Context: an optimization exercise on an open-source flow, tuned for small area and a short achievable clock period. The choices shown serve that exercise and are no tape-out recipe. The RTL was checked by simulation tests, not by an equivalence proof against the original design. No activity file was given, so power comes from the tool's default toggle rates.

## flow/design.v (module list and top-level ports; edited modules follow where they fit)
// module mac_cs: 906 lines
// module sub_array: 117 lines
// module add18: 7 lines
// module cinc: 17 lines
// module resa_subarray: 29 lines
module resa_subarray (
    input  wire         clk,
    input  wire         rst,
    input  wire [1:0]   dataflow_sel,
    input  wire         stationary_sel,
    input  wire [63:0]  array_ifmap_in,
    input  wire [63:0]  array_weight_in,
    input  wire [127:0] array_psum_in_v,
    input  wire [127:0] array_psum_in_h,
    output wire [63:0]  array_ifmap_out,
    output wire [63:0]  array_weight_out,
    output wire [127:0] array_psum_out_v,
    output wire [127:0] array_psum_out_h
);
  // ...
==> flow/run.sh <==
#!/bin/bash
# synth_recipe.tcl (not shown) runs the flow's synth.tcl, then flattens the netlist and writes it again
# the make line also repeats each setting of config.mk as NAME=value (left out here)
make -C /OpenROAD-flow-scripts/flow DESIGN_CONFIG=/design/flow/config.mk WORK_HOME=/design/flow/orfs CLKGATE_MAP_FILE= SYNTH_SCRIPT=/design/flow/synth_recipe.tcl finish
==> flow/config.mk <==
export PLATFORM = sky130hd
export DESIGN_NAME = resa_subarray
export DESIGN_NICKNAME = resa_subarray
export VERILOG_FILES = /design/flow/design.v
export SDC_FILE = /design/flow/constraint.sdc
export NUM_CORES = 4
export LEC_CHECK = 0
export CAP_MARGIN = 20
export CORE_MARGIN = 2
export CORE_UTILIZATION = 55
export PLACE_DENSITY = 0.65
export SETUP_SLACK_MARGIN = 5.0
export SLEW_MARGIN = 20
==> flow/constraint.sdc <==
create_clock -name core_clock -period 10.0 [get_ports {clk}]
set_input_delay 2.0000 -clock core_clock [delete_from_list [all_inputs] [get_ports {clk}]]
set_output_delay 2.0000 -clock core_clock [all_outputs]
set_load 0.01 [all_outputs]
==> out/metrics.csv, run 1 <==
stage,metric,value,unit
status,status,"complete, no violations",
grt,gr-max-usage-layer,met2,
finish,final-clk-cell-share,0.0541,
clock_tree,tritoncts.num_buffers,160,
min_path,hold_path_class,reg2reg,
power,power.density_cell_area,230,mW/mm2
grt,grt_remaining_overflow,0,
grt,grt_max_degree,121,
placement,count_of_buffers_from_port_buffering,516,
setup_path,r2r_start,u_array.d2[161],
finish,commonest_non_fill_non_tap_cells_in_the_layout,"1231 x inv_1, 1175 x and2_1, 1077 x dfxtp_1",
clock_tree,cts_max_level,4,
floorplanning,die_w,407,um
logic_synthesis,synth_edf_count,192,
logic_synthesis,share_of_synthesized_area_spent_on_multiplexers,0.00548,
sta,slew_headroom,0.222,
sta,setup_viol,0,
logic_synthesis,synthesis.yosys.warnings,1,
finish,fin_cells,11300,
min_path,hold_start,u_array.pcol[0].pd1[22],
power,power_report.internal_total,15.0,mW
sta,final-hold-violation-count,0,
routing,antenna_left,0,
power,power.total,23.7,mW
setup_path,timing.critical_path.buf_inv,1,
sta,max_freq,187,MHz
clock_tree,clk_transition_reported_paths,0.06,ns
floorplanning,dieArea,0.166,mm2
setup_path,crit_chain,and2_4 -> a41o_1 -> a21o_1 -> a41o_1 -> a21o_1 -> a41o_1 -> a41o_1 -> ha_4 -> ha_4 -> xor2_1 -> buf_2,
clock_tree,cts.hold.buffers_added,0,
setup_path,timing.critical_path.depth,11,
grt,grt_pass1_wl,376,mm
placement,dp_cells,10900,
setup_path,crit_path_top_delay_cell,dfrtp_1,
grt,use_met2,0.467,
grt,antenna_found_initial,31,
setup_path,max_stage_delay,0.37,ns
finish,clock_buffers,222,
finish,largestClassByArea,multi-input combinational cells,
==> module sub_array, before the edit <==
module sub_array (
    input  wire         clk,
    input  wire         rst,
    input  wire [1:0]   dataflow_sel,
    input  wire         stationary_sel,
    input  wire [63:0]  array_ifmap_in,
    input  wire [63:0]  array_weight_in,
    input  wire [127:0] array_psum_in_v,
    input  wire [127:0] array_psum_in_h,
    output wire [63:0]  array_ifmap_out,
    output wire [63:0]  array_weight_out,
    output wire [127:0] array_psum_out_v,
    output wire [127:0] array_psum_out_h
);
    wire m_os  = (dataflow_sel == 2'b10);
    wire m_clr = (dataflow_sel == 2'b11);
    wire m_mac = ~dataflow_sel[1];
    wire ld_x0 = (dataflow_sel == 2'b00);
    reg [3:0] v0, v2;
    reg       lbv, acc_ok;
    reg [2:1] pv;
    wire [3:0] v0i = {v0[2:0], 1'b1};    
    wire [3:0] v2i = {v2[2:0], 1'b1};    
    wire lbv_n = lbv | stationary_sel;
    always @(posedge clk or posedge rst) begin
        if (rst) begin
            v0 <= 4'd0;
            v2 <= 4'd0;
            lbv <= 1'b0;
            acc_ok <= 1'b0;
            pv <= 2'd0;
        end else begin
            v0 <= {4{m_os}} & v0i;
            v2 <= {4{~m_clr}} & v2i;
            lbv <= lbv_n;
            acc_ok <= m_mac & lbv;
            pv <= {2{m_mac}} & {pv[1], 1'b1};
        end
    end
    reg  [255:0] d0;             
    reg  [255:0] d2;             
    reg  [255:0] lb;             
    wire [255:0] x0, x2;         
    wire [255:0] lbn;            
    always @(posedge clk) begin
        d0 <= x0;
        d2 <= x2;
        lb <= lbn;
    end
    genvar r, c;
    generate
        for (r = 0; r < 4; r = r + 1) begin: row
            for (c = 0; c < 4; c = c + 1) begin: col
                if (c == 0) begin: w0
                    assign x0[16*(4*(r)+(c)) +: 16] = array_ifmap_in[16*r +: 16];
                end else begin: wn
                    assign x0[16*(4*(r)+(c)) +: 16] = d0[16*(4*(r)+(c-1)) +: 16];
                end
                if (r == 0) begin: n0
                    assign x2[16*(4*(r)+(c)) +: 16] = array_weight_in[16*c +: 16];
                end else begin: nn
                    assign x2[16*(4*(r)+(c)) +: 16] = d2[16*(4*(r-1)+(c)) +: 16];
                end
                wire ld_zero = ld_x0 ? ~v0i[c] : ~v2i[r];
                assign lbn[16*(4*(r)+(c)) +: 16] = stationary_sel ?
                    ((ld_x0 ? x0[16*(4*(r)+(c)) +: 16] : x2[16*(4*(r)+(c)) +: 16]) & {16{~ld_zero}}) :
                    lb[16*(4*(r)+(c)) +: 16];
            end
        end
        for (c = 0; c < 4; c = c + 1) begin: pcol
            reg  [15:0] a1;              
            reg  [16:0] a2;              
            reg  [17:0] s3;              
            reg  [31:0] pd1, pd2, pd3;   
            reg  [31:0] os;              
            reg  [6:0]  og;              
            wire [16:0] a2n = (acc_ok ? {1'b0, a1} : 17'd0) + {1'b0, lb[16*(4*(1)+(c)) +: 16]};
            wire [17:0] s3n = (acc_ok ? {1'b0, a2} : 18'd0) + {2'b0, lb[16*(4*(2)+(c)) +: 16]};
            wire [15:0] x0_3 = x0[16*(4*(3)+(c)) +: 16] & {16{v0i[c]}};
            wire [15:0] x2_3 = x2[16*(4*(3)+(c)) +: 16] & {16{v2[2]}};
            wire [17:0] s_keep, s_x0, s_x2;
            add18 u_keep (.a(s3n), .b(lb[16*(4*(3)+(c)) +: 16]), .y(s_keep));
            add18 u_x0   (.a(s3n), .b(x0_3), .y(s_x0));
            add18 u_x2   (.a(s3n), .b(x2_3), .y(s_x2));
            wire [17:0] s3m = (m_mac & lbv) ?
                (stationary_sel ? (dataflow_sel[0] ? s_x2 : s_x0) : s_keep) :
                {2'b0, lbn[16*(4*(3)+(c)) +: 16]};
            wire s3_ok = ~m_clr & v2[1] & lbv_n;
            wire [31:0] ms;
            wire [6:0]  mg;
            mac_cs u_mac (.a(d2[16*(4*(2)+(c)) +: 16]), .b(s3), .p(pd3), .s(ms), .g(mg));
            always @(posedge clk) begin
                a1  <= lb[16*(4*(0)+(c)) +: 16];
                a2  <= a2n;
                s3  <= s3m & {18{s3_ok}};
                pd1 <= array_psum_in_v[32*c +: 32];
                pd2 <= pd1;
                pd3 <= pd2 & {32{m_mac & pv[2]}};
            end
            always @(posedge clk or posedge rst) begin
                if (rst) begin
                    os <= 32'd0;
                    og <= 7'd0;
                end else begin
                    os <= ms & {32{m_mac}};
                    og <= mg & {7{m_mac}};
                end
            end
            cinc u_out (.s(os), .g(og), .y(array_psum_out_v[32*c +: 32]));
            assign array_weight_out[16*c +: 16] = d2[16*(4*(3)+(c)) +: 16] & {16{v2[3]}};
        end
        for (r = 0; r < 4; r = r + 1) begin: orow
            assign array_ifmap_out[16*r +: 16] = d0[16*(4*(r)+(3)) +: 16] & {16{v0[3]}};
        end
    endgenerate
    assign array_psum_out_h = array_psum_in_h;
endmodule
==> module cinc, before the edit <==
module cinc (
    input  wire [31:0] s,
    input  wire [6:0]  g,
    output wire [31:0] y
);
    wire [7:0] c;    
    assign c[0] = 1'b0;
    genvar b;
    generate
        for (b = 1; b < 8; b = b + 1) begin: blk
            assign c[b] = g[b-1] | ((&s[4*b-4 +: 4]) & c[b-1]);
        end
        for (b = 0; b < 8; b = b + 1) begin: inc
            assign y[4*b +: 4] = s[4*b +: 4] + {3'b0, c[b]};
        end
    endgenerate
endmodule
==> inputs of run 2 (changes only) <==
--- a/flow/design.v
+++ b/flow/design.v
@@ -955,2 +955,6 @@
     end
+    wire sum_ok   = m_mac & lbv;
+    wire sel_keep = sum_ok & ~stationary_sel;
+    wire sel_load = sum_ok & stationary_sel;
+    wire sel_lb   = ~sum_ok;
     genvar r, c;
@@ -986,9 +990,6 @@
             wire [15:0] x2_3 = x2[16*(4*(3)+(c)) +: 16] & {16{v2[2]}};
-            wire [17:0] s_keep, s_x0, s_x2;
-            add18 u_keep (.a(s3n), .b(lb[16*(4*(3)+(c)) +: 16]), .y(s_keep));
-            add18 u_x0   (.a(s3n), .b(x0_3), .y(s_x0));
-            add18 u_x2   (.a(s3n), .b(x2_3), .y(s_x2));
-            wire [17:0] s3m = (m_mac & lbv) ?
-                (stationary_sel ? (dataflow_sel[0] ? s_x2 : s_x0) : s_keep) :
-                {2'b0, lbn[16*(4*(3)+(c)) +: 16]};
+            wire [17:0] s_keep = s3n + {2'b0, lb[16*(4*(3)+(c)) +: 16]};
+            wire [17:0] s_load = s3n + {2'b0, ld_x0 ? x0_3 : x2_3};
+            wire [17:0] s3m = ({18{sel_keep}} & s_keep) | ({18{sel_load}} & s_load) |
+                              ({18{sel_lb}} & {2'b0, lbn[16*(4*(3)+(c)) +: 16]});
             wire s3_ok = ~m_clr & v2[1] & lbv_n;
@@ -1023,9 +1024,2 @@
 endmodule
-module add18 (
-    input  wire [17:0] a,
-    input  wire [15:0] b,
-    output wire [17:0] y
-);
-    assign y = a + {2'b0, b};
-endmodule
 module cinc (
@@ -1035,11 +1029,41 @@
 );
-    wire [7:0] c;    
-    assign c[0] = 1'b0;
+    wire [6:0] p;
     genvar b;
     generate
-        for (b = 1; b < 8; b = b + 1) begin: blk
-            assign c[b] = g[b-1] | ((&s[4*b-4 +: 4]) & c[b-1]);
+        for (b = 0; b < 7; b = b + 1) begin: bp
+            assign p[b] = &s[4*b +: 4];
+        end
+    endgenerate
+    wire [6:0] g1, p1, g2, p2, c;
+    generate
+        for (b = 0; b < 7; b = b + 1) begin: l1
+            if (b >= 1) begin: a
+                assign g1[b] = g[b] | (p[b] & g[b-1]);
+                assign p1[b] = p[b] & p[b-1];
+            end else begin: z
+                assign g1[b] = g[b];
+                assign p1[b] = p[b];
+            end
         end
-        for (b = 0; b < 8; b = b + 1) begin: inc
-            assign y[4*b +: 4] = s[4*b +: 4] + {3'b0, c[b]};
+        for (b = 0; b < 7; b = b + 1) begin: l2
+            if (b >= 2) begin: a
+                assign g2[b] = g1[b] | (p1[b] & g1[b-2]);
+                assign p2[b] = p1[b] & p1[b-2];
+            end else begin: z
+                assign g2[b] = g1[b];
+                assign p2[b] = p1[b];
+            end
+        end
+        for (b = 0; b < 7; b = b + 1) begin: l3
+            if (b >= 4) begin: a
+                assign c[b] = g2[b] | (p2[b] & g2[b-4]);
+            end else begin: z
+                assign c[b] = g2[b];
+            end
+        end
+    endgenerate
+    assign y[3:0] = s[3:0];
+    generate
+        for (b = 1; b < 8; b = b + 1) begin: inc
+            assign y[4*b +: 4] = s[4*b +: 4] + {3'b0, c[b-1]};
         end
--- a/flow/config.mk
+++ b/flow/config.mk
@@ -9,4 +9,4 @@
 export CORE_MARGIN = 2
-export CORE_UTILIZATION = 55
-export PLACE_DENSITY = 0.65
+export CORE_UTILIZATION = 60
+export PLACE_DENSITY = 0.68
 export SETUP_SLACK_MARGIN = 5.0
==> run 2 against run 1 <==
  * Flip-flop and latch count is the same
  * Still clean
  * Non-clock buffer count shrank 2
  * Hold slack lost 0.0094 ns
  * Utilization grew 5.7 points
  * Design area grew 3.0%
  * Register-to-register slack lost 0.03 ns
  * Highest routed layer unchanged
==> out/metrics.csv, run 2 <==
stage,metric,value,unit,change
status,status,"complete, no violations",,unchanged
logic_synthesis,synth.top_cells.by_area,"dfxtp_1 25%, fa_1 23%, and2_1 8.0%",,"was dfxtp_1 26%, fa_1 23%, and2_1 8.3%"
floorplanning,die-height,396,um,was 407 um
sta,setup-tns-final,0,ns,unchanged
floorplanning,dieArea,0.157,mm2,was 0.166 mm2
finish,layout_commonest_cell,inv_1,,unchanged
sta,slew_headroom,0.257,,was 0.222
power,vdd_ir_max,0.205,mV,was 0.251 mV
finish,utilization,0.698,,was 0.640
sta,finalClockSkew,0.0728,ns,was 0.0514 ns
logic_synthesis,synth_edf_count,192,,unchanged
logic_synthesis,post_synth.cell_area_avg,10.1,um2,was 10.3 um2
routing,routed_via_density,5.57,,was 5.35
finish,final_net_count,11400,,was 10900
setup_path,crit_path_top_delay_cell,dfrtp_1,,unchanged
min_path,timing.hold.worst_path_depth,0,,unchanged
logic_synthesis,synthesis.yosys.warnings,1,,unchanged
setup_path,cp.arrival,3.33,ns,was 3.35 ns
routing,drcViolationCount,0,,unchanged
setup_path,crit_chain,and2_4 -> a41o_1 -> a21o_1 -> a41o_1 -> a21o_1 -> a41o_1 -> a41o_1 -> ha_4 -> ha_4 -> xor2_4 -> buf_6,,was and2_4 -> a41o_1 -> a21o_1 -> a41o_1 -> a21o_1 -> a41o_1 -> a41o_1 -> ha_4 -> ha_4 -> xor2_1 -> buf_2
setup_path,max_stage_delay,0.38,ns,was 0.37 ns
setup_path,r2r_start,u_array.pcol[3].s3[6],,was u_array.d2[161]
grt,grt_pass1_wl,403,mm,was 376 mm
clock_tree,cts.hold.buffers_added,0,,unchanged
setup_path,worstPathRequired,8.00,ns,about the same
sta,rsz0062_at_grt,yes,,unchanged
clock_tree,cts_num_sinks,1524,,unchanged
grt,grt_util_all_layers,0.340,,was 0.298
sta,max_slew.worst_pin.slew,1.11,ns,was 1.17 ns
sta,max_freq,187,MHz,about the same
finish,area.growth.synth_to_final,15.2,%,was 15.3%
routing,first_iter_violations,5269,,was 4629
routing,vias,64800,,was 60700
logic_synthesis,synth.top_cell.area_share,0.253,,was 0.261
finish,layout_top_registers,"u_array.d0: 256 flops, u_array.d2: 256 flops, u_array.lb: 256 flops",,unchanged
logic_synthesis,post-synth-top-count-cell,inv_1,,unchanged
routing,antenna_left,0,,unchanged
min_path,hold_start,u_array.pcol[1].pd1[17],,was u_array.pcol[0].pd1[22]
sta,period_needed,5.33,ns,was 5.35 ns
sta,period_share,0.533,,was 0.535
clock_tree,cts_buffer_depth,3,,unchanged
finish,fill_cells,11600,,was 13000
setup_path,timing.reg2reg.worst_path_depth,16,,was 17
setup_path,timing.critical_path.buf_inv,1,,unchanged
clock_tree,cts_tree,built,,unchanged
grt,grt_pass1_vias,67600,,was 62700
logic_synthesis,flip_flop_and_latch_count_after_synthesis,1524,,unchanged
placement,detailed_place.area,0.0983,mm2,was 0.0954 mm2
sta,setup_viol,0,,unchanged
flow_run,maxCapViolations,0,,unchanged
sta,drv_slew,0,,unchanged
finish,commonest_non_fill_non_tap_cells_in_the_layout,"1181 x inv_1, 1172 x and2_1, 1093 x dfxtp_1",,"was 1231 x inv_1, 1175 x and2_1, 1077 x dfxtp_1"
min_path,whs_endpoint,u_array.pcol[1].pd2[17],,was u_array.pcol[0].pd2[22]
setup_path,crit_fanout,2,,unchanged
logic_synthesis,syn-num-nets,11000,,was 10600
setup_path,worst_setup_path_start_kind,register,,unchanged
floorplanning,floorplan.initialDensity,0.605,,was 0.555
floorplanning,die_w,396,um,was 407 um
finish,design_area,0.106,mm2,was 0.103 mm2
clock_tree,clock_tree.root_cell,clkbuf_16,,unchanged
logic_synthesis,postSynth.topFlopCell,dfxtp_1,,unchanged
setup_path,critPathTopFamily,compound AO/OA/AOI/OAI gates,,unchanged
power,leakage,48.4,nW,was 46.7 nW
routing,postRouteWirelength,268,mm,was 250 mm
clock_tree,tritoncts.num_buffers,157,,was 160
floorplanning,placeable_core_region,0.152,mm2,was 0.161 mm2
clock_tree,clk_transition_reported_paths,0.06,ns,about the same
routing,wire_per_inst,23.1,um,was 22.0 um
sta,whs,0.310,ns,was 0.319 ns
clock_tree,clock_insertion_delay_worst_skew,0.85,ns,was 0.83 ns
routing,drt_pre_antenna_iters,8,,was 6
placement,count_of_buffers_from_port_buffering,516,,unchanged
floorplanning,rows,143,,was 147
min_path,hold_path_class,reg2reg,,unchanged
power,power.density_cell_area,218,mW/mm2,was 230 mW/mm2
logic_synthesis,synth.lib_cells_used.distinct,86,,was 76
placement,dp_hpwl,195,mm,was 184 mm
logic_synthesis,async_reset_ff_frac,0.110,,unchanged
grt,grt_max_degree,114,,was 121
setup_path,setup.reg_to_reg.worst_slack,5.10,ns,was 5.13 ns
logic_synthesis,top_cell_types_by_occurrence_after_synthesis,"1190 x inv_1, 1185 x and2_1, 1164 x dfxtp_1, 1068 x nand2_1, 1048 x fa_1",,"was 1233 x inv_1, 1181 x and2_1, 1164 x dfxtp_1, 1044 x fa_1, 847 x nand2_1"
logic_synthesis,synth.yosys.seq_area_share,0.361,,was 0.372
logic_synthesis,mappedNetlistArea,0.0922,mm2,was 0.0894 mm2
setup_path,worstSetupEndpointType,output port,,unchanged
power,power.total,23.2,mW,was 23.7 mW
placement,gp_routability_congestion,0.927,,was 0.892
finish,final_layout_size_suffix_gt1_frac,0.0856,,was 0.0789
grt,grt_remaining_overflow,0,,unchanged
sta,final-hold-violation-count,0,,unchanged
clock_tree,cts_max_level,4,,unchanged
setup_path,setup.worst_path.class,reg2out,,unchanged
setup_path,r2r_end,u_array.pcol[3].os[19],,was u_array.pcol[2].og[4]
logic_synthesis,synthCells,9097,,was 8708
setup_path,critical-path-top-cell-by-count,a41o_1,,unchanged
grt,antenna_found_initial,15,,was 31
floorplanning,top_level_ports,773,,unchanged
logic_synthesis,synth_largest_area_cell,dfxtp_1,,unchanged
-- run 2: where the power goes --
| group | leakage [nW] | switching, mW | internal, mW |
|---|---|---|---|
| combinational | 31.7 | 5.24 | 4.30 |
| sequential | 13.9 | 0.599 | 6.84 |
| clock | 2.71 | 2.64 | 3.54 |
-- run 2: worst max-delay path by stage --
| stage | startpoint | to | slack, ns | cells past startpoint |
|---|---|---|---|---|
| final | u_array.pcol[0].os[5] | array_psum_out_v[30] | 4.67 | 11 |
| after global routing | u_array.pcol[1].os[6] | array_psum_out_v[62] | 4.58 | 11 |
| after CTS | u_array.pcol[0].os[5] | array_psum_out_v[30] | 4.66 | 11 |
| after detailed placement | dataflow_sel[0] | u_array.pcol[2].s3[15] | 3.55 | 14 |
| after global placement | dataflow_sel[0] | u_array.pcol[2].s3[15] | 3.60 | 14 |
| after floorplan | dataflow_sel[1] | u_array.pcol[2].s3[10] | 4.98 | 16 |
-- run 2: area by class of cell --
type	instances	area, um2	share of cell area
Multi-Input combinational cell	5901	53000	0.499
Sequential cell	1524	33500	0.315
Timing Repair Buffer	688	7080	0.0667
Clock buffer	228	4610	0.0434
Inverter	1190	4470	0.0421
Tap cell	2030	2540	0.0239
Clock inverter	67	1010	0.00948
Antenna cell	6	15.0	0.000141
-- run 2: repair_timing --
action | 4_1_cts | 5_1_grt
buffers inserted | 24 | 47
gates cloned | 4 | 11
resized for setup | 362 | 262
endpoints found under the setup margin | 152 | 110
pin swaps | 47 | 70
-- run 2: per-layer routing --
| metal | global-route usage | vias to the layer above | part of all wire |
|---|---|---|---|
| met5 | 0.00185 | - | 0.00021 |
| met4 | 0.129 | 4 | 0.039 |
| met3 | 0.0665 | 578 | 0.088 |
| met2 | 0.542 | 2936 | 0.46 |
| met1 | 0.460 | 32200 | 0.41 |
| li1 | - | 29100 | - |
-- run 2: cells by family (layout without fill, tap and decap cells) --
family | after synthesis | after routing | synth area share
flops | 1524 | 1524 | 0.361
other cells | 0 | 6 | 0
fa+ha+maj | 1552 | 1552 | 0.296
simple gates | 2974 | 2977 | 0.163
mux | 59 | 59 | 0.00717
xor+xnor | 316 | 316 | 0.0301
buf+inv | 1675 | 2173 | 0.0745
compound gates | 997 | 997 | 0.0680
-- run 2: stage by stage --
| stage | cells | worst slack [ns] |
|---|---|---|
| final | 11600 | 4.67 |
| after global routing | 11600 | 4.58 |
| after CTS | 11600 | 4.66 |
| after detailed placement | 11200 | 3.55 |
| after global placement | 11200 | 3.60 |
| after floorplan | 9097 | 4.98 |
==> inputs of run 3 (changes only) <==
--- a/flow/config.mk
+++ b/flow/config.mk
@@ -10,2 +10,4 @@
 export CORE_UTILIZATION = 60
+export CTS_BUF_LIST = sky130_fd_sc_hd__clkbuf_8
+export CTS_CLUSTER_SIZE = 24
 export PLACE_DENSITY = 0.68
==> run 3 against run 2 <==
  * Flip-flop and latch count stayed put
  * Clock skew is 0.022 ns higher
  * Register-to-register slack worse by 0.02 ns
==> out/metrics.csv, run 3 <==
stage,metric,value,unit,change
clock_tree,clock_insertion_delay_worst_skew,0.98,ns,was 0.85 ns
routing,drt_pre_antenna_iters,8,,unchanged
floorplanning,placeable_core_region,0.152,mm2,unchanged
logic_synthesis,postSynth.topFlopCell,dfxtp_1,,unchanged
logic_synthesis,synthesis.yosys.warnings,1,,unchanged
finish,register_area,0.0335,mm2,about the same
setup_path,cp.arrival,3.52,ns,was 3.33 ns
sta,whs,0.319,ns,was 0.310 ns
floorplanning,die-height,396,um,unchanged
power,leakage,49.0,nW,was 48.4 nW
setup_path,worstSetupEndpointType,output port,,unchanged
min_path,hold_path_class,reg2reg,,unchanged
finish,layout_top_registers,"u_array.d0: 256 flops, u_array.d2: 256 flops, u_array.lb: 256 flops",,unchanged
clock_tree,cts.hold.buffers_added,0,,unchanged
sta,period_needed,5.52,ns,was 5.33 ns
floorplanning,rows,143,,unchanged
sta,setup-tns-final,0,ns,unchanged
power,power.density_cell_area,215,mW/mm2,was 218 mW/mm2
grt,grt_remaining_overflow,0,,unchanged
grt,grt_pass1_vias,68400,,was 67600
placement,preCtsSetupSlack,3.55,ns,unchanged
floorplanning,dieArea,0.157,mm2,unchanged
status,status,"complete, no violations",,unchanged
floorplanning,top_level_ports,773,,unchanged
logic_synthesis,syn-num-nets,11000,,unchanged
logic_synthesis,synth.top_cell.area_share,0.253,,unchanged
clock_tree,clock_tree.root_cell,clkbuf_8,,was clkbuf_16
setup_path,critical-path-top-cell-by-count,a41o_1,,unchanged
sta,setup_viol,0,,unchanged
routing,antenna_left,0,,unchanged
finish,final_layout_size_suffix_gt1_frac,0.105,,was 0.0856
logic_synthesis,synth.lib_cells_used.distinct,86,,unchanged
logic_synthesis,post_synth.cell_area_avg,10.1,um2,unchanged
clock_tree,cts_buffer_depth,3,,unchanged
finish,layout_commonest_cell,inv_1,,unchanged
clock_tree,cts_tree,built,,unchanged
placement,count_of_buffers_from_port_buffering,516,,unchanged
logic_synthesis,synth_edf_count,192,,unchanged
sta,drv_slew,0,,unchanged
clock_tree,clk_transition_reported_paths,0.06,ns,about the same
finish,area.growth.synth_to_final,15.9,%,was 15.2%
finish,final_net_count,11500,,was 11400
grt,grt_pass1_wl,405,mm,was 403 mm
logic_synthesis,top_cell_types_by_occurrence_after_synthesis,"1190 x inv_1, 1185 x and2_1, 1164 x dfxtp_1, 1068 x nand2_1, 1048 x fa_1",,unchanged
setup_path,max_stage_delay,0.39,ns,was 0.38 ns
setup_path,worst_setup_path_start_kind,register,,unchanged
clock_tree,cts_num_sinks,1524,,unchanged
logic_synthesis,mappedNetlistArea,0.0922,mm2,unchanged
power,vdd_ir_max,0.181,mV,was 0.205 mV
floorplanning,die_w,396,um,unchanged
setup_path,critPathTopFamily,compound AO/OA/AOI/OAI gates,,unchanged
finish,multi_input_comb_area,0.0532,mm2,was 0.0530 mm2
sta,slew_headroom,0.266,,was 0.257
sta,finalClockSkew,0.0943,ns,was 0.0728 ns
logic_synthesis,synthCells,9097,,unchanged
logic_synthesis,synth_largest_area_cell,dfxtp_1,,unchanged
setup_path,setup.worst_path.class,reg2out,,unchanged
logic_synthesis,synth.top_cells.by_area,"dfxtp_1 25%, fa_1 23%, and2_1 8.0%",,unchanged
routing,first_iter_violations,5757,,was 5269
setup_path,crit_path_top_delay_cell,dfrtp_1,,unchanged
routing,wire_per_inst,23.0,um,was 23.1 um
clock_tree,tritoncts.num_buffers,238,,was 157
flow_run,maxCapViolations,0,,unchanged
placement,dp_hpwl,195,mm,unchanged
routing,routed_via_density,5.53,,was 5.57
grt,grt_max_degree,114,,unchanged
sta,max_slew.worst_pin.slew,1.10,ns,was 1.11 ns
logic_synthesis,async_reset_ff_frac,0.110,,unchanged
sta,rsz0062_at_grt,yes,,unchanged
power,power.total,23.0,mW,was 23.2 mW
setup_path,worstPathRequired,8.00,ns,about the same
sta,final-hold-violation-count,0,,unchanged
sta,max_freq,181,MHz,was 187 MHz
setup_path,crit_chain,and2_4 -> a41o_1 -> a21o_1 -> a41o_1 -> a21o_1 -> a41o_1 -> a41o_1 -> ha_4 -> ha_4 -> xor2_4 -> buf_6,,unchanged
finish,fill_cells,11600,,about the same
sta,final_critical_path_setup_slack,4.48,ns,was 4.67 ns
logic_synthesis,synth.yosys.seq_area_share,0.361,,unchanged
routing,drcViolationCount,0,,unchanged
floorplanning,floorplan.initialDensity,0.605,,unchanged
setup_path,crit_fanout,2,,unchanged
sta,period_share,0.552,,was 0.533
grt,grt_util_all_layers,0.341,,was 0.340
routing,postRouteWirelength,272,mm,was 268 mm
routing,vias,65300,,was 64800
finish,commonest_non_fill_non_tap_cells_in_the_layout,"1249 x inv_1, 1167 x and2_1, 1086 x dfxtp_1",,"was 1181 x inv_1, 1172 x and2_1, 1093 x dfxtp_1"
logic_synthesis,post-synth-top-count-cell,inv_1,,unchanged
setup_path,timing.critical_path.buf_inv,1,,unchanged
placement,gp_routability_congestion,0.927,,unchanged
logic_synthesis,flip_flop_and_latch_count_after_synthesis,1524,,unchanged
clock_tree,cts_max_level,4,,unchanged
grt,antenna_found_initial,12,,was 15
## run 3: path summary, 6_finish.rpt
| path | startpoint | endpoint | slack [ns] | cells past startpoint |
|---|---|---|---|---|
| min | u_array.lb[5] | u_array.pcol[0].a1[5] | 0.32 | 0 |
| max | u_array.pcol[0].os[5] | array_psum_out_v[30] | 4.48 | 11 |
| max in group asynchronous | rst | u_array.pcol[1].og[5] | 7.22 | 4 |
| min in group asynchronous | rst | u_array.pcol[1].os[12] | 1.57 | 3 |
| min reg2reg | u_array.lb[5] | u_array.pcol[0].a1[5] | 0.32 | 0 |
| max reg2reg | u_array.d2[186] | u_array.pcol[3].os[19] | 5.08 | 17 |
## run 3: logic make-up (layout without fill, tap and decap cells)
family / Yosys count / after routing / synth area share
adders and majority gates: 1552 / 1552 / 0.296
xor gates and xnor gates: 316 / 316 / 0.0301
buffers and inverters: 1675 / 2353 / 0.0745
other: 0 / 14 / 0
muxes: 59 / 59 / 0.00717
and+or+nand+nor: 2974 / 2977 / 0.163
DFF: 1524 / 1524 / 0.361
AOI/OAI and AO/OA: 997 / 997 / 0.0680
## run 3: what timing repair did
item / 4_1_cts / 5_1_grt
endpoints found under the setup margin: 194 / 120
pin swaps: 58 / 92
setup buffers: 26 / 58
gates resized for setup: 479 / 306
cloned: 4 / 20
## run 3: metrics by stage
stage / area (um2) / util / instances
3_5_place_dp: 98300 / 0.645 / 11200
2_1_floorplan: 92300 / - / 9097
5_1_grt: 107000 / 0.701 / 11800
3_3_place_gp: 98300 / 0.645 / 11200
4_1_cts: 105000 / 0.688 / 11700
6_report: 107000 / 0.701 / 11800
## run 3: final cells by class
class | count | area share
multi-input combinational | 5901 | 0.498
sequential | 1524 | 0.314
timing repair buffer | 710 | 0.0700
inverter | 1190 | 0.0419
clock buffer | 300 | 0.0387
tap | 2030 | 0.0238
clock inverter | 153 | 0.0136
antenna | 14 | 0.000328
## run 3: power breakdown
| group | switching (mW) | internal, mW | leakage [nW] |
|---|---|---|---|
| clock network | 2.64 | 3.25 | 3.13 |
| registers | 0.613 | 6.84 | 13.9 |
| logic | 5.26 | 4.36 | 32.0 |
## run 3: metal layers
layer  routed length (um)  vias to the layer above  track usage
met1               113000                    32400        0.463
met2               125000                     3001        0.546
met5                   40                        -      0.00185
met3                24300                      565       0.0653
met4                10300                        2        0.126
li1                     -                    29300            -
==> module resa_subarray, before the edit <==
module resa_subarray (
    input  wire         clk,
    input  wire         rst,
    input  wire [1:0]   dataflow_sel,
    input  wire         stationary_sel,
    input  wire [63:0]  array_ifmap_in,
    input  wire [63:0]  array_weight_in,
    input  wire [127:0] array_psum_in_v,
    input  wire [127:0] array_psum_in_h,
    output wire [63:0]  array_ifmap_out,
    output wire [63:0]  array_weight_out,
    output wire [127:0] array_psum_out_v,
    output wire [127:0] array_psum_out_h
);
    sub_array u_array (
        .clk(clk),
        .rst(rst),
        .dataflow_sel(dataflow_sel),
        .stationary_sel(stationary_sel),
        .array_ifmap_in(array_ifmap_in),
        .array_weight_in(array_weight_in),
        .array_psum_in_v(array_psum_in_v),
        .array_psum_in_h(array_psum_in_h),
        .array_ifmap_out(array_ifmap_out),
        .array_weight_out(array_weight_out),
        .array_psum_out_v(array_psum_out_v),
        .array_psum_out_h(array_psum_out_h)
    );
endmodule
==> inputs of run 4 (changes only) <==
--- a/flow/design.v
+++ b/flow/design.v
@@ -917,3 +917,4 @@
     output wire [63:0]  array_weight_out,
-    output wire [127:0] array_psum_out_v,
+    output wire [127:0] psum_s,          
+    output wire [27:0]  psum_g,          
     output wire [127:0] array_psum_out_h
@@ -1015,3 +1016,4 @@
             end
-            cinc u_out (.s(os), .g(og), .y(array_psum_out_v[32*c +: 32]));
+            assign psum_s[32*c +: 32] = os;
+            assign psum_g[7*c +: 7] = og;
             assign array_weight_out[16*c +: 16] = d2[16*(4*(3)+(c)) +: 16] & {16{v2[3]}};
@@ -1085,2 +1087,4 @@
 );
+    wire [127:0] psum_s;
+    wire [27:0]  psum_g;
     sub_array u_array (
@@ -1096,5 +1100,13 @@
         .array_weight_out(array_weight_out),
-        .array_psum_out_v(array_psum_out_v),
+        .psum_s(psum_s),
+        .psum_g(psum_g),
         .array_psum_out_h(array_psum_out_h)
     );
+    genvar c;
+    generate
+        for (c = 0; c < 4; c = c + 1) begin: out
+            cinc u_out (.s(psum_s[32*c +: 32]), .g(psum_g[7*c +: 7]),
+                        .y(array_psum_out_v[32*c +: 32]));
+        end
+    endgenerate
 endmodule
--- a/flow/config.mk
+++ b/flow/config.mk
@@ -10,4 +10,2 @@
 export CORE_UTILIZATION = 60
-export CTS_BUF_LIST = sky130_fd_sc_hd__clkbuf_8
-export CTS_CLUSTER_SIZE = 24
 export PLACE_DENSITY = 0.68
@@ -15 +13,2 @@
 export SLEW_MARGIN = 20
+export SYNTH_HIERARCHICAL = 1
==> run 4 against run 3 <==
  * Setup slack improved by 0.56 ns
  * First-iteration DRC count decreased by 0.78%
  * Synthesized cell count rose by 0.23%
  * Clock skew is 0.030 ns lower
  * Via count fell by 0.41%
  * Total power rose by 0.55%
  * Largest cell class unchanged
  * Highest routed layer unchanged
==> out/metrics.csv, run 4 <==
stage,metric,value,unit,change
status,status,"complete, no violations",,unchanged
sta,max_freq,202,MHz,was 181 MHz
logic_synthesis,synth.lib_cells_used.distinct,83,,was 86
setup_path,crit_fanout,4,,was 2
power,vdd_ir_max,0.190,mV,was 0.181 mV
logic_synthesis,synth.top_cell.area_share,0.252,,was 0.253
logic_synthesis,postSynth.topFlopCell,dfxtp_1,,unchanged
floorplanning,die_w,396,um,about the same
sta,slew_headroom,0.258,,was 0.266
clock_tree,clock_insertion_delay_worst_skew,0.82,ns,was 0.98 ns
grt,grt_pass1_wl,390,mm,was 405 mm
power,power.total,23.1,mW,was 23.0 mW
floorplanning,floorplan.initialDensity,0.606,,was 0.605
placement,detailed_place.area,0.0986,mm2,was 0.0983 mm2
finish,layout_top_registers,"u_array.d0: 256 flops, u_array.d2: 256 flops, u_array.lb: 256 flops",,unchanged
finish,layout_commonest_cell,inv_1,,unchanged
finish,final_net_count,11500,,about the same
finish,final_layout_size_suffix_gt1_frac,0.0772,,was 0.105
min_path,hold_path_class,reg2reg,,unchanged
clock_tree,clock_tree.root_cell,clkbuf_16,,was clkbuf_8
finish,fin_cells,11700,,was 11800
placement,gp_routability_congestion,0.945,,was 0.927
sta,setup-tns-final,0,ns,unchanged
setup_path,setup.worst_path.class,reg2out,,unchanged
floorplanning,top_level_ports,773,,unchanged
floorplanning,rows,143,,unchanged
logic_synthesis,synth_edf_count,192,,unchanged
clock_tree,clk_transition_reported_paths,0.06,ns,about the same
logic_synthesis,synth.top_cells.by_area,"dfxtp_1 25%, fa_1 23%, and2_1 7.4%",,"was dfxtp_1 25%, fa_1 23%, and2_1 8.0%"
power,power_report.internal_total,14.9,mW,was 14.5 mW
routing,postRouteWirelength,266,mm,was 272 mm
power,share_clk_of_total_power,0.267,,was 0.257
power,power.density_cell_area,216,mW/mm2,was 215 mW/mm2
grt,antenna_found_initial,20,,was 12
logic_synthesis,synth_largest_area_cell,dfxtp_1,,unchanged
sta,max_slew.worst_pin.slew,1.11,ns,was 1.10 ns
sta,finalClockSkew,0.0646,ns,was 0.0943 ns
routing,routed_via_density,5.55,,was 5.53
logic_synthesis,post_synth.cell_area_avg,10.1,um2,about the same
sta,period_share,0.496,,was 0.552
clock_tree,cts_tree,built,,unchanged
logic_synthesis,synthesis.yosys.warnings,7,,was 1
grt,grt_util_all_layers,0.325,,was 0.341
finish,design_area,0.107,mm2,about the same
placement,dp_cells,11300,,was 11200
floorplanning,die-height,396,um,about the same
min_path,timing.hold.worst_path_depth,0,,unchanged
floorplanning,dieArea,0.157,mm2,about the same
logic_synthesis,post-synth-top-count-cell,inv_1,,unchanged
power,sw_frac_of_total,0.355,,was 0.371
logic_synthesis,top_cell_types_by_occurrence_after_synthesis,"1239 x inv_1, 1164 x dfxtp_1, 1094 x and2_1, 1094 x nand2_1, 1052 x fa_1",,"was 1190 x inv_1, 1185 x and2_1, 1164 x dfxtp_1, 1068 x nand2_1, 1048 x fa_1"
power,share_seq_of_total_power,0.322,,was 0.325
flow_run,maxCapViolations,0,,unchanged
setup_path,worstSetupEndpointType,output port,,unchanged
finish,commonest_non_fill_non_tap_cells_in_the_layout,"1233 x inv_1, 1093 x nand2_1, 1090 x and2_1",,"was 1249 x inv_1, 1167 x and2_1, 1086 x dfxtp_1"
setup_path,worst_setup_path_start_kind,register,,unchanged
setup_path,worstPathRequired,8.00,ns,about the same
grt,grt_pass1_vias,66700,,was 68400
finish,area.growth.synth_to_final,15.8,%,was 15.9%
routing,antenna_left,0,,unchanged
power,p_sw,8.19,mW,was 8.51 mW
clock_tree,cts.hold.buffers_added,0,,unchanged
logic_synthesis,flip_flop_and_latch_count_after_synthesis,1524,,unchanged
sta,setup_viol,0,,unchanged
logic_synthesis,synth.yosys.seq_area_share,0.360,,was 0.361
clock_tree,cts_num_sinks,1524,,unchanged
logic_synthesis,syn-num-nets,11100,,was 11000
sta,final-hold-violation-count,0,,unchanged
logic_synthesis,synthCells,9118,,was 9097
sta,period_needed,4.96,ns,was 5.52 ns
sta,whs,0.323,ns,was 0.319 ns
power,leakage,48.8,nW,was 49.0 nW
finish,fill_cells,11500,,was 11600
power,power.share.combinational,0.411,,was 0.419
grt,grt_max_degree,86,,was 114
placement,dp_hpwl,189,mm,was 195 mm
routing,wire_per_inst,22.7,um,was 23.0 um
routing,drcViolationCount,0,,unchanged
clock_tree,cts_buffer_depth,3,,unchanged
routing,vias,65100,,was 65300
routing,drt_pre_antenna_iters,8,,unchanged
sta,rsz0062_at_grt,yes,,unchanged
routing,first_iter_violations,5712,,was 5757
logic_synthesis,mappedNetlistArea,0.0924,mm2,was 0.0922 mm2
clock_tree,tritoncts.num_buffers,157,,was 238
logic_synthesis,async_reset_ff_frac,0.110,,unchanged
grt,grt_remaining_overflow,0,,unchanged
floorplanning,placeable_core_region,0.152,mm2,about the same
placement,count_of_buffers_from_port_buffering,516,,unchanged
setup_path,cp.arrival,2.96,ns,was 3.52 ns
sta,drv_slew,0,,unchanged
setup_path,timing.reg2reg.worst_path_depth,18,,was 17
clock_tree,cts_max_level,4,,unchanged
==> run 4: cell types whose count changed in the layout (fill, tap and decap cells not counted), sizes merged, moves of 43 or more <==
cell    before   now
a21oi      413   361
and2      1186  1095
buf        231   188
clkbuf     324   257
nor2       265   213
nor2b      103   207
==> run 4: path summary, 6_finish.rpt <==
kind | startpoint | end | slack, ns
setup / recovery | u_array.pcol[2].os[7] | array_psum_out_v[95] | 5.04
hold / removal | u_array.pcol[1].pd1[16] | u_array.pcol[1].pd2[16] | 0.32
setup reg to reg | u_array.d2[179] | u_array.pcol[3].os[18] | 5.14
hold reg to reg | u_array.pcol[1].pd1[16] | u_array.pcol[1].pd2[16] | 0.32
max in group asynchronous | rst | u_array.pcol[3].os[27] | 6.79
min in group asynchronous | rst | u_array.pcol[1].og[1] | 1.50
==> run 4: repair_timing <==
item | in CTS | in global routing
endpoints found under the setup margin | 152 | 83
resized for setup | 196 | 266
cloned | 2 | 30
setup buffers | 20 | 74
pin swaps | 19 | 54
==> run 4: per-layer routing <==
layer | part of all wire | global-route usage | vias up
li1 | - | - | 29200
met4 | 0.043 | 0.137 | 8
met5 | 0.00020 | 0.00154 | -
met3 | 0.097 | 0.0631 | 584
met1 | 0.42 | 0.448 | 32200
met2 | 0.44 | 0.506 | 3059
==> run 4: per-module statistics from Yosys (local to each module, per instance), a selection <==
module | times used | flops+latches | cell area, um2 | cells
cinc | 4 | 0 | 523 | 62
mac_cs | 4 | 0 | 8880 | 965
sub_array | 1 | 1524 | 54700 | 5010
==> run 4: critical path, cell delays in order, from the launching register on <==
cell and delay [ns]:
dfrtp_1 0.39, nand3_2 0.11, o21ai_2 0.18, o311ai_4 0.13, buf_12 0.15, o311ai_4 0.42, ha_2 0.28, buf_4 0.10
nand3_1 0.09, xnor2_1 0.14, buf_2 0.16
==> run 4: cell type report <==
| cell class | count | area, um2 | share of cell area |
|---|---|---|---|
| clock buffers | 221 | 4580 | 0.0428 |
| multi-input cells | 5887 | 52700 | 0.492 |
| clock inverters | 74 | 1030 | 0.00966 |
| inverters | 1241 | 4660 | 0.0436 |
| repair buffers | 730 | 7910 | 0.0740 |
| well taps | 2030 | 2540 | 0.0237 |
| flip-flops and latches | 1524 | 33600 | 0.314 |
| diodes | 9 | 22.5 | 0.000211 |
==> run 4: power by group through the flow <==
stage | logic, mW | clock network (mW) | registers [mW]
after floorplan | 7.01 | 0 | 7.19
after global placement | 8.97 | 0 | 7.53
after detailed placement | 9.18 | 0 | 7.54
after CTS | 9.30 | 6.23 | 7.43
after global routing | 10.8 | 6.49 | 7.48
final | 9.49 | 6.16 | 7.44
==> run 4: logic make-up (layout without fill, tap and decap cells) <==
| kind of cell | count (synthesis) | after routing | synth area share |
|---|---|---|---|
| AOI/OAI and AO/OA | 957 | 957 | 0.0663 |
| xor gates and xnor gates | 323 | 323 | 0.0312 |
| adders and majority gates | 1556 | 1556 | 0.296 |
| buffers and inverters | 1708 | 2266 | 0.0754 |
| DFF | 1524 | 1524 | 0.360 |
| muxes | 47 | 47 | 0.00542 |
| other | 0 | 9 | 0 |
| and+or+nand+nor | 3003 | 3004 | 0.165 |
==> run 4: metrics by stage <==
stage / util / setup slack (ns)
floorplan: - / 4.77
global placement: 0.646 / 3.30
detailed placement: 0.646 / 3.30
CTS: 0.688 / 4.94
global route: 0.702 / 4.95
finish: 0.702 / 5.04
==> inputs of run 5 (changes only) <==
--- a/flow/design.v
+++ b/flow/design.v
@@ -926,3 +926,3 @@
     reg [3:0] v0, v2;
-    reg       lbv, acc_ok;
+    reg       lbv;
     reg [2:1] pv;
@@ -936,3 +936,2 @@
             lbv <= 1'b0;
-            acc_ok <= 1'b0;
             pv <= 2'd0;
@@ -942,3 +941,2 @@
             lbv <= lbv_n;
-            acc_ok <= m_mac & lbv;
             pv <= {2{m_mac}} & {pv[1], 1'b1};
@@ -987,4 +985,4 @@
             reg  [6:0]  og;              
-            wire [16:0] a2n = (acc_ok ? {1'b0, a1} : 17'd0) + {1'b0, lb[16*(4*(1)+(c)) +: 16]};
-            wire [17:0] s3n = (acc_ok ? {1'b0, a2} : 18'd0) + {2'b0, lb[16*(4*(2)+(c)) +: 16]};
+            wire [16:0] a2n = a1 + lb[16*(4*(1)+(c)) +: 16];
+            wire [17:0] s3n = a2 + lb[16*(4*(2)+(c)) +: 16];
             wire [15:0] x0_3 = x0[16*(4*(3)+(c)) +: 16] & {16{v0i[c]}};
@@ -1000,4 +998,4 @@
             always @(posedge clk) begin
-                a1  <= lb[16*(4*(0)+(c)) +: 16];
-                a2  <= a2n;
+                a1  <= lb[16*(4*(0)+(c)) +: 16] & {16{sum_ok}};
+                a2  <= a2n & {17{sum_ok}};
                 s3  <= s3m & {18{s3_ok}};
==> run 5 against run 4 <==
  * Still clean
  * Global-route usage increased by 0.22 points
  * Clock skew increased by 0.00056 ns
  * Design area decreased by 0.17%
  * Critical path type unchanged
  * Critical endpoint is now array_psum_out_v[28]
  * Largest power group unchanged
==> out/metrics.csv, run 5 <==
stage,metric,value,unit,change
routing,met1_routed_length,111,mm,was 112 mm
logic_synthesis,flip_flop_and_latch_count_after_synthesis,1523,,was 1524
sta,max_freq,202,MHz,about the same
power,vdd_ir_max,0.367,mV,was 0.190 mV
logic_synthesis,mappedNetlistArea,0.0927,mm2,was 0.0924 mm2
routing,antenna_left,0,,unchanged
setup_path,critPathTopFamily,compound AO/OA/AOI/OAI gates,,unchanged
floorplanning,die-height,397,um,was 396 um
clock_tree,clock_tree.root_cell,clkbuf_16,,unchanged
placement,gp_routability_congestion,0.930,,was 0.945
setup_path,timing.critical_path.buf_inv,2,,was 3
sta,max_slew.worst_pin.slew,1.08,ns,was 1.11 ns
logic_synthesis,synth.lib_cells_used.distinct,92,,was 83
grt,grt_pass1_vias,66900,,was 66700
sta,finalClockSkew,0.0651,ns,was 0.0646 ns
power,power.density_cell_area,217,mW/mm2,was 216 mW/mm2
logic_synthesis,synth.yosys.seq_area_share,0.359,,was 0.360
logic_synthesis,synth_largest_area_cell,dfxtp_1,,unchanged
routing,drcViolationCount,0,,unchanged
min_path,hold_path_class,reg2reg,,unchanged
sta,final_critical_path_setup_slack,5.05,ns,was 5.04 ns
sta,slew_headroom,0.280,,was 0.258
placement,count_of_buffers_from_port_buffering,516,,unchanged
finish,final_net_count,11500,,about the same
setup_path,setup.reg_to_reg.worst_slack,5.12,ns,was 5.14 ns
status,status,"complete, no violations",,unchanged
sta,period_share,0.495,,was 0.496
power,share_seq_of_total_power,0.319,,was 0.322
power,p_sw,8.31,mW,was 8.19 mW
logic_synthesis,syn-num-nets,11100,,about the same
routing,routed_via_density,5.55,,about the same
flow_run,maxCapViolations,0,,unchanged
setup_path,critical-path-top-cell-by-count,o311ai_4,,unchanged
finish,final_layout_size_suffix_gt1_frac,0.0697,,was 0.0772
setup_path,setup.worst_path.class,reg2out,,unchanged
sta,setup-tns-final,0,ns,unchanged
routing,met2RoutedLength,121,mm,was 117 mm
grt,grt_util_all_layers,0.328,,was 0.325
grt,grt_pass1_wl,393,mm,was 390 mm
logic_synthesis,synth_edf_count,192,,unchanged
placement,preCtsSetupSlack,3.21,ns,was 3.30 ns
routing,vias,65400,,was 65100
logic_synthesis,post_synth.cell_area_avg,10.1,um2,about the same
routing,dr_wl_met3,25.5,mm,was 25.9 mm
logic_synthesis,synth.top_cells.by_area,"dfxtp_1 25%, fa_1 23%, and2_1 7.0%",,"was dfxtp_1 25%, fa_1 23%, and2_1 7.4%"
sta,period_needed,4.95,ns,was 4.96 ns
setup_path,crit_path_top_delay_cell,clkdlybuf4s50_1,,was o311ai_4
sta,rsz0062_at_grt,yes,,unchanged
setup_path,max_stage_delay,0.48,ns,was 0.42 ns
grt,grt_max_degree,111,,was 86
routing,dr.max_layer_used,met5,,unchanged
floorplanning,die_w,397,um,was 396 um
grt,antenna_found_initial,25,,was 20
finish,layout_commonest_cell,inv_1,,unchanged
finish,area.growth.synth_to_final,15.2,%,was 15.8%
clock_tree,cts_num_sinks,1523,,was 1524
setup_path,crit_chain,nand3_2 -> o21ai_2 -> o311ai_4 -> buf_12 -> o311ai_4 -> ha_2 -> clkdlybuf4s50_1,,was nand3_2 -> o21ai_2 -> o311ai_4 -> buf_12 -> o311ai_4 -> ha_2 -> buf_4 -> nand3_1 -> xnor2_1 -> buf_2
setup_path,worstPathRequired,8.00,ns,about the same
clock_tree,cts_buffer_depth,3,,unchanged
clock_tree,clock_insertion_delay_worst_skew,0.82,ns,about the same
setup_path,worstSetupEndpointType,output port,,unchanged
setup_path,cp.arrival,2.95,ns,was 2.96 ns
finish,register_area,0.0335,mm2,was 0.0336 mm2
power,power.share.combinational,0.417,,was 0.411
clock_tree,cts_max_level,4,,unchanged
routing,drt_pre_antenna_iters,6,,was 8
clock_tree,tritoncts.num_buffers,155,,was 157
setup_path,worst_setup_path_startpoint,u_array.pcol[0].os[7],,was u_array.pcol[2].os[7]
floorplanning,floorplan.initialDensity,0.603,,was 0.606
min_path,timing.hold.worst_path_depth,0,,unchanged
finish,layout_top_registers,"u_array.d0: 256 flops, u_array.d2: 256 flops, u_array.lb: 256 flops",,unchanged
logic_synthesis,post-synth-top-count-cell,inv_1,,unchanged
logic_synthesis,top_cell_types_by_occurrence_after_synthesis,"1254 x inv_1, 1164 x dfxtp_1, 1052 x fa_1, 1045 x nand2_1, 1042 x and2_1",,"was 1239 x inv_1, 1164 x dfxtp_1, 1094 x and2_1, 1094 x nand2_1, 1052 x fa_1"
setup_path,r2r_start,u_array.d2[167],,was u_array.d2[179]
setup_path,r2r_end,u_array.pcol[2].og[5],,was u_array.pcol[3].os[18]
sta,final-hold-violation-count,0,,unchanged
min_path,whs_endpoint,u_array.pcol[1].pd2[15],,was u_array.pcol[1].pd2[16]
setup_path,crit_fanout,4,,unchanged
routing,postRouteWirelength,267,mm,was 266 mm
sta,drv_slew,0,,unchanged
floorplanning,rows,144,,was 143
logic_synthesis,synthesis.yosys.warnings,7,,unchanged
finish,multi_input_comb_area,0.0527,mm2,about the same
routing,first_iter_violations,5241,,was 5712
logic_synthesis,synthCells,9186,,was 9118
finish,fill_cells,11800,,was 11500
sta,setup_viol,0,,unchanged
floorplanning,top_level_ports,773,,unchanged
clock_tree,cts_tree,built,,unchanged
logic_synthesis,postSynth.topFlopCell,dfxtp_1,,unchanged
power,share_clk_of_total_power,0.264,,was 0.267
routing,wire_per_inst,22.7,um,about the same
grt,grt_remaining_overflow,0,,unchanged
power,leakage,48.8,nW,about the same
floorplanning,dieArea,0.158,mm2,was 0.157 mm2
clock_tree,clk_transition_reported_paths,0.06,ns,about the same
power,sw_frac_of_total,0.359,,was 0.355
setup_path,worst_setup_path_start_kind,register,,unchanged
power,power_report.internal_total,14.8,mW,was 14.9 mW
placement,dp_hpwl,190,mm,was 189 mm
min_path,hold_start,u_array.pcol[1].pd1[15],,was u_array.pcol[1].pd1[16]
finish,commonest_non_fill_non_tap_cells_in_the_layout,"1249 x inv_1, 1086 x dfxtp_1, 1044 x nand2_1",,"was 1233 x inv_1, 1093 x nand2_1, 1090 x and2_1"
logic_synthesis,synth.top_cell.area_share,0.251,,was 0.252
floorplanning,placeable_core_region,0.154,mm2,was 0.152 mm2
logic_synthesis,async_reset_ff_frac,0.110,,about the same
setup_path,timing.reg2reg.worst_path_depth,18,,unchanged
## run 5: cell types whose count changed after synthesis, sizes merged, moves of 25 or more
cell,previous run,this run
and2,1095,1042
nand2,1098,1049
nor2,213,248
nand3,200,226
o21ai,163,188
o22ai,9,34
## run 5: layout make-up
cell class                 count  share of cell area
clock inverter                84              0.0105
timing repair buffer         717              0.0725
inverter                    1254              0.0441
multi-input combinational   5938               0.494
sequential                  1523               0.314
tap                         2044              0.0239
antenna                       11            0.000258
clock buffer                 208              0.0410
## run 5: per-module statistics from Yosys, one instance, submodules excluded, a selection
module | cells | times used | flip-flops and latches | area, um2
cinc | 62 | 4 | 0 | 523
sub_array | 5078 | 1 | 1523 | 55100
mac_cs | 965 | 4 | 0 | 8880
## run 5: metal layers
layer | global-route usage | up-vias
met3 | 0.0644 | 534
met4 | 0.119 | 14
met5 | 0 | -
met1 | 0.453 | 32400
met2 | 0.515 | 2875
li1 | - | 29500
## run 5: logic make-up after synthesis
logic type               share of synthesized area
AND/OR/NAND/NOR                              0.163
buffers and inverters                       0.0758
adder cells (fa/ha/maj)                      0.295
flip-flops                                   0.359
AO/OA/AOI/OAI                               0.0703
XOR/XNOR                                    0.0310
multiplexers                               0.00637
## run 5: worst max-delay path by stage
stage | depth (start not counted) | to
finish | 7 | array_psum_out_v[28]
global route | 18 | u_array.pcol[2].og[5]
CTS | 9 | array_psum_out_v[94]
detailed placement | 15 | u_array.pcol[3].s3[17]
global placement | 15 | u_array.pcol[3].s3[17]
floorplan | 17 | u_array.pcol[3].s3[16]
## run 5: timing repair
action | in CTS | in global routing
hold buffers | 0 | 0
pin swaps | 13 | 25
setup buffers | 15 | 60
resized for setup | 175 | 223
setup endpoints to repair | 248 | 57
gates cloned | 1 | 27
## run 5: power groups by stage
| stage | Sequential, mW | Clock [mW] | Combinational (mW) |
|---|---|---|---|
| floorplan | 7.16 | 0 | 7.05 |
| global placement | 7.49 | 0 | 9.13 |
| detailed placement | 7.50 | 0 | 9.39 |
| CTS | 7.39 | 6.19 | 9.49 |
| global route | 7.43 | 6.44 | 11.0 |
| finish | 7.40 | 6.10 | 9.66 |
## run 5: worst reg2reg max path: stages, from the launching register on
cell      delay (ns)
dfxtp_4         0.36
buf_12          0.15
nand2_1         0.10
fa_2            0.43
fa_1            0.61
inv_1           0.08
fa_1            0.52
inv_1           0.06
fa_1            0.41
fa_1            0.52
inv_1           0.06
fa_1            0.50
ha_1            0.16
inv_1           0.05
fa_1            0.39
nor2b_1         0.13
o21ai_0         0.08
nand2b_1        0.07
nor2b_1         0.11
## run 5: through the flow
step	area, um2	hold WS [ns]	utilization	total power [mW]	cells
after floorplan	92800	0.310	-	14.2	9186
after global placement	99000	0.310	0.644	16.6	11400
after detailed placement	99000	0.312	0.644	16.9	11400
after CTS	105000	0.321	0.683	23.1	11700
after global routing	107000	0.323	0.695	24.8	11800
final	107000	0.321	0.695	23.2	11800
==> inputs of run 6 (changes only) <==
--- a/flow/config.mk
+++ b/flow/config.mk
@@ -11,3 +11,3 @@
 export PLACE_DENSITY = 0.68
-export SETUP_SLACK_MARGIN = 5.0
+export SETUP_SLACK_MARGIN = 4.5
 export SLEW_MARGIN = 20
==> run 6 against run 5 <==
  * Fmax is 8.1% lower
  * Sequential share of layout area is 0.46 points higher
  * Design area is 2.2% lower
  * Clock power hardly changed
  * Still clean on timing, DRC and antenna
  * Register-to-register slack worse by 0.46 ns
  * Synthesized area stayed put
  * Highest routed layer unchanged
  * Flip-flop and latch count stayed put
==> out/metrics.csv, run 6 <==
stage,metric,value,unit,change
status,status,"complete, no violations",,unchanged
finish,area.growth.synth_to_final,12.7,%,was 15.2%
routing,antenna_left,0,,unchanged
setup_path,crit_path_top_delay_cell,clkdlybuf4s50_1,,unchanged
placement,count_of_buffers_from_port_buffering,516,,unchanged
sta,max_slew.worst_pin.slew,1.22,ns,was 1.08 ns
setup_path,critPathTopFamily,compound AO/OA/AOI/OAI gates,,unchanged
sta,finalClockSkew,0.0593,ns,was 0.0651 ns
setup_path,r2r_end,u_array.pcol[0].og[5],,was u_array.pcol[2].og[5]
routing,wire_per_inst,22.5,um,was 22.7 um
logic_synthesis,syn-num-nets,11100,,unchanged
routing,first_iter_violations,4631,,was 5241
clock_tree,clock_insertion_delay_worst_skew,0.83,ns,was 0.82 ns
finish,utilization,0.680,,was 0.695
setup_path,setup.worst_path.class,reg2out,,unchanged
logic_synthesis,synth.top_cells.by_area,"dfxtp_1 25%, fa_1 23%, and2_1 7.0%",,unchanged
power,vdd_ir_max,0.204,mV,was 0.367 mV
finish,register_area,0.0333,mm2,was 0.0335 mm2
grt,grt_max_degree,196,,was 111
grt,grt_pass1_wl,399,mm,was 393 mm
logic_synthesis,async_reset_ff_frac,0.110,,unchanged
finish,commonest_non_fill_non_tap_cells_in_the_layout,"1253 x inv_1, 1136 x dfxtp_1, 1052 x fa_1",,"was 1249 x inv_1, 1086 x dfxtp_1, 1044 x nand2_1"
sta,period_share,0.538,,was 0.495
floorplanning,top_level_ports,773,,unchanged
logic_synthesis,post-synth-top-count-cell,inv_1,,unchanged
floorplanning,floorplan.initialDensity,0.603,,unchanged
grt,antenna_found_initial,13,,was 25
sta,drv_slew,0,,unchanged
setup_path,timing.critical_path.buf_inv,1,,was 2
setup_path,max_stage_delay,0.56,ns,was 0.48 ns
routing,drt_pre_antenna_iters,5,,was 6
clock_tree,cts.hold.buffers_added,0,,unchanged
logic_synthesis,synth.lib_cells_used.distinct,92,,unchanged
floorplanning,die_w,397,um,unchanged
clock_tree,cts_buffer_depth,3,,unchanged
routing,postRouteWirelength,262,mm,was 267 mm
setup_path,timing.reg2reg.worst_path_depth,17,,was 18
sta,setup_viol,0,,unchanged
clock_tree,cts_max_level,4,,unchanged
finish,fill_cells,12100,,was 11800
finish,layout_commonest_cell,inv_1,,unchanged
min_path,hold_path_class,reg2reg,,unchanged
sta,final-hold-violation-count,0,,unchanged
logic_synthesis,synth_largest_area_cell,dfxtp_1,,unchanged
floorplanning,die-height,397,um,unchanged
setup_path,r2r_start,u_array.pcol[0].s3[16],,was u_array.d2[167]
clock_tree,clk_transition_reported_paths,0.07,ns,was 0.06 ns
floorplanning,rows,144,,unchanged
logic_synthesis,postSynth.topFlopCell,dfxtp_1,,unchanged
logic_synthesis,top_cell_types_by_occurrence_after_synthesis,"1254 x inv_1, 1164 x dfxtp_1, 1052 x fa_1, 1045 x nand2_1, 1042 x and2_1",,unchanged
power,power.density_cell_area,219,mW/mm2,was 217 mW/mm2
logic_synthesis,mappedNetlistArea,0.0927,mm2,unchanged
finish,layout_top_registers,"u_array.d0: 256 flops, u_array.d2: 256 flops, u_array.lb: 256 flops",,unchanged
min_path,timing.hold.worst_path_depth,0,,unchanged
floorplanning,placeable_core_region,0.154,mm2,unchanged
logic_synthesis,synthCells,9186,,unchanged
logic_synthesis,post_synth.cell_area_avg,10.1,um2,unchanged
sta,rsz0062_at_grt,no,,was yes
clock_tree,cts_num_sinks,1523,,unchanged
power,leakage,47.5,nW,was 48.8 nW
setup_path,worstPathRequired,8.00,ns,about the same
placement,gp_routability_congestion,0.937,,was 0.930
setup_path,worst_setup_path_startpoint,u_array.pcol[2].og[0],,was u_array.pcol[0].os[7]
grt,grt_remaining_overflow,0,,unchanged
placement,dp_hpwl,195,mm,was 190 mm
setup_path,critical-path-top-cell-by-count,ha_1,,was o311ai_4
setup_path,crit_fanout,4,,unchanged
clock_tree,cts_tree,built,,unchanged
finish,multi_input_comb_area,0.0525,mm2,was 0.0527 mm2
min_path,hold_start,u_array.pcol[1].pd1[15],,unchanged
setup_path,worst_setup_path_start_kind,register,,unchanged
setup_path,crit_chain,nand3_1 -> o21ai_2 -> o311ai_4 -> o311ai_2 -> ha_1 -> ha_1 -> xor2_1 -> clkdlybuf4s50_1,,was nand3_2 -> o21ai_2 -> o311ai_4 -> buf_12 -> o311ai_4 -> ha_2 -> clkdlybuf4s50_1
logic_synthesis,flip_flop_and_latch_count_after_synthesis,1523,,unchanged
min_path,whs_endpoint,u_array.pcol[1].pd2[15],,unchanged
setup_path,worstSetupEndpointType,output port,,unchanged
grt,grt_util_all_layers,0.335,,was 0.328
sta,setup-tns-final,0,ns,unchanged
sta,max_freq,186,MHz,was 202 MHz
logic_synthesis,synthesis.yosys.warnings,7,,unchanged
setup_path,setup.reg_to_reg.worst_slack,4.66,ns,was 5.12 ns
routing,vias,64600,,was 65400
logic_synthesis,synth.yosys.seq_area_share,0.359,,unchanged
sta,slew_headroom,0.180,,was 0.280
clock_tree,clock_tree.root_cell,clkbuf_16,,unchanged
logic_synthesis,synth_edf_count,192,,unchanged
finish,final_net_count,11400,,was 11500
floorplanning,dieArea,0.158,mm2,unchanged
setup_path,cp.arrival,3.38,ns,was 2.95 ns
sta,period_needed,5.38,ns,was 4.95 ns
logic_synthesis,synth.top_cell.area_share,0.251,,unchanged
routing,routed_via_density,5.53,,was 5.55
grt,grt_pass1_vias,67200,,was 66900
flow_run,maxCapViolations,0,,unchanged
clock_tree,tritoncts.num_buffers,157,,was 155
routing,drcViolationCount,0,,unchanged
finish,final_layout_size_suffix_gt1_frac,0.0489,,was 0.0697
-- run 6: logic make-up (layout without fill, tap and decap cells) --
group                    after synthesis  after routing  synth area share
multiplexers                          57             57           0.00637
AND/OR/NAND/NOR                     2979           2980             0.163
other                                  0             14                 0
buffers and inverters               1726           2157            0.0758
flip-flops                          1523           1523             0.359
adder cells (fa/ha/maj)             1556           1556             0.295
AO/OA/AOI/OAI                       1023           1023            0.0703
XOR/XNOR                             322            322            0.0310
-- run 6: worst max path at each step --
stage,to,depth (start not counted)
2_1_floorplan,u_array.pcol[2].s3[14],18
3_3_place_gp,u_array.pcol[1].s3[17],14
3_5_place_dp,u_array.pcol[1].s3[17],14
4_1_cts,array_psum_out_v[58],7
5_1_grt,array_psum_out_v[126],8
6_report,array_psum_out_v[94],8
-- run 6: metal layers --
layer  share of wire  GRT usage  vias up
li1                -          -    29300
met1            0.42      0.455    32100
met2            0.47      0.537     2550
met3           0.073     0.0575      625
met4           0.040      0.135        6
met5         0.00014          0        -
-- run 6: worst register-to-register path, delay by kind of cell, from the launching register on --
family	cells	cell delay (ns)
buffers and inverters	4	0.23
adders and majority gates	8	3.52
DFF	1	0.95
AOI/OAI and AO/OA	1	0.08
and+or+nand+nor	4	0.51
-- run 6: report_power, final --
part	internal, mW	leakage, nW	switching [mW]
Clock	3.43	2.66	2.64
Combinational	4.43	30.9	5.01
Sequential	6.81	13.9	0.607
Total	14.7	47.5	8.25
-- run 6: Yosys stat by module, one instance, submodules excluded, a selection --
module / times used / cells inside
cinc: 4 / 62
mac_cs: 4 / 965
sub_array: 1 / 5078
-- run 6: repair_timing --
action | CTS | global route
buffers inserted | 0 | 3
resized for setup | 6 | 34
setup endpoints to repair | 12 | 34
cloned | 0 | 1
pin swaps | 0 | 2
-- run 6: through the flow --
step                      hold WS [ns]  area (um2)  instances  worst slack [ns]  power [mW]
after floorplan                  0.310       92700       9186              4.50        14.2
after global placement           0.311       98900      11400              3.46        16.7
after detailed placement         0.312       98900      11400              3.43        16.9
after CTS                        0.323      104000      11700              4.41        23.1
after global routing             0.325      104000      11700              4.50        24.6
final                            0.318      104000      11700              4.62        22.9
-- run 6: area by class of cell --
cell class | instances | area share
clock inverters | 85 | 0.00933
well taps | 2044 | 0.0245
multi-input cells | 5938 | 0.503
clock buffers | 211 | 0.0427
flip-flops and latches | 1523 | 0.319
diodes | 14 | 0.000335
inverters | 1254 | 0.0451
repair buffers | 607 | 0.0566

port drivers added, routing unchanged:
The results above use ideal ports. As a check the final layouts listed here were re-extracted and re-timed, cells and wires unchanged. Step 1, drivers: a clkbuf_16 drives clk and a buf_2 each remaining input, both assumed. Step 2 adds t to the input delays and takes it off the output delays; t is the mean of the earliest and latest rising clock arrival at the registers after step 1. Input paths then give back, and output paths get back, about the clock's delay inside the block. a / b / c = ideal ports / drivers / drivers and shift; a / b = the first two.
run | shift t [ns] | slack for setup (ns) | worst data-port slew with drivers (ns)
run 1 | 0.891 | 4.652 / 4.565 / 4.262 | 0.20
run 2 | 0.873 | 4.666 / 4.592 / 4.227 | 0.18
run 3 | 1.024 | 4.484 / 4.404 / 4.211 | 0.18
run 4 | 0.856 | 5.039 / 4.977 / 4.262 | 0.21
run 5 | 0.881 | 5.053 / 4.963 / 4.181 | 0.23
run 6 | 0.887 | 4.619 / 4.528 / 3.822 | 0.16
After both steps every run listed still meets setup and hold. For run 5, which loses most, drivers alone change the setup slack by -0.090 ns; drivers and shift together by -0.872 ns.
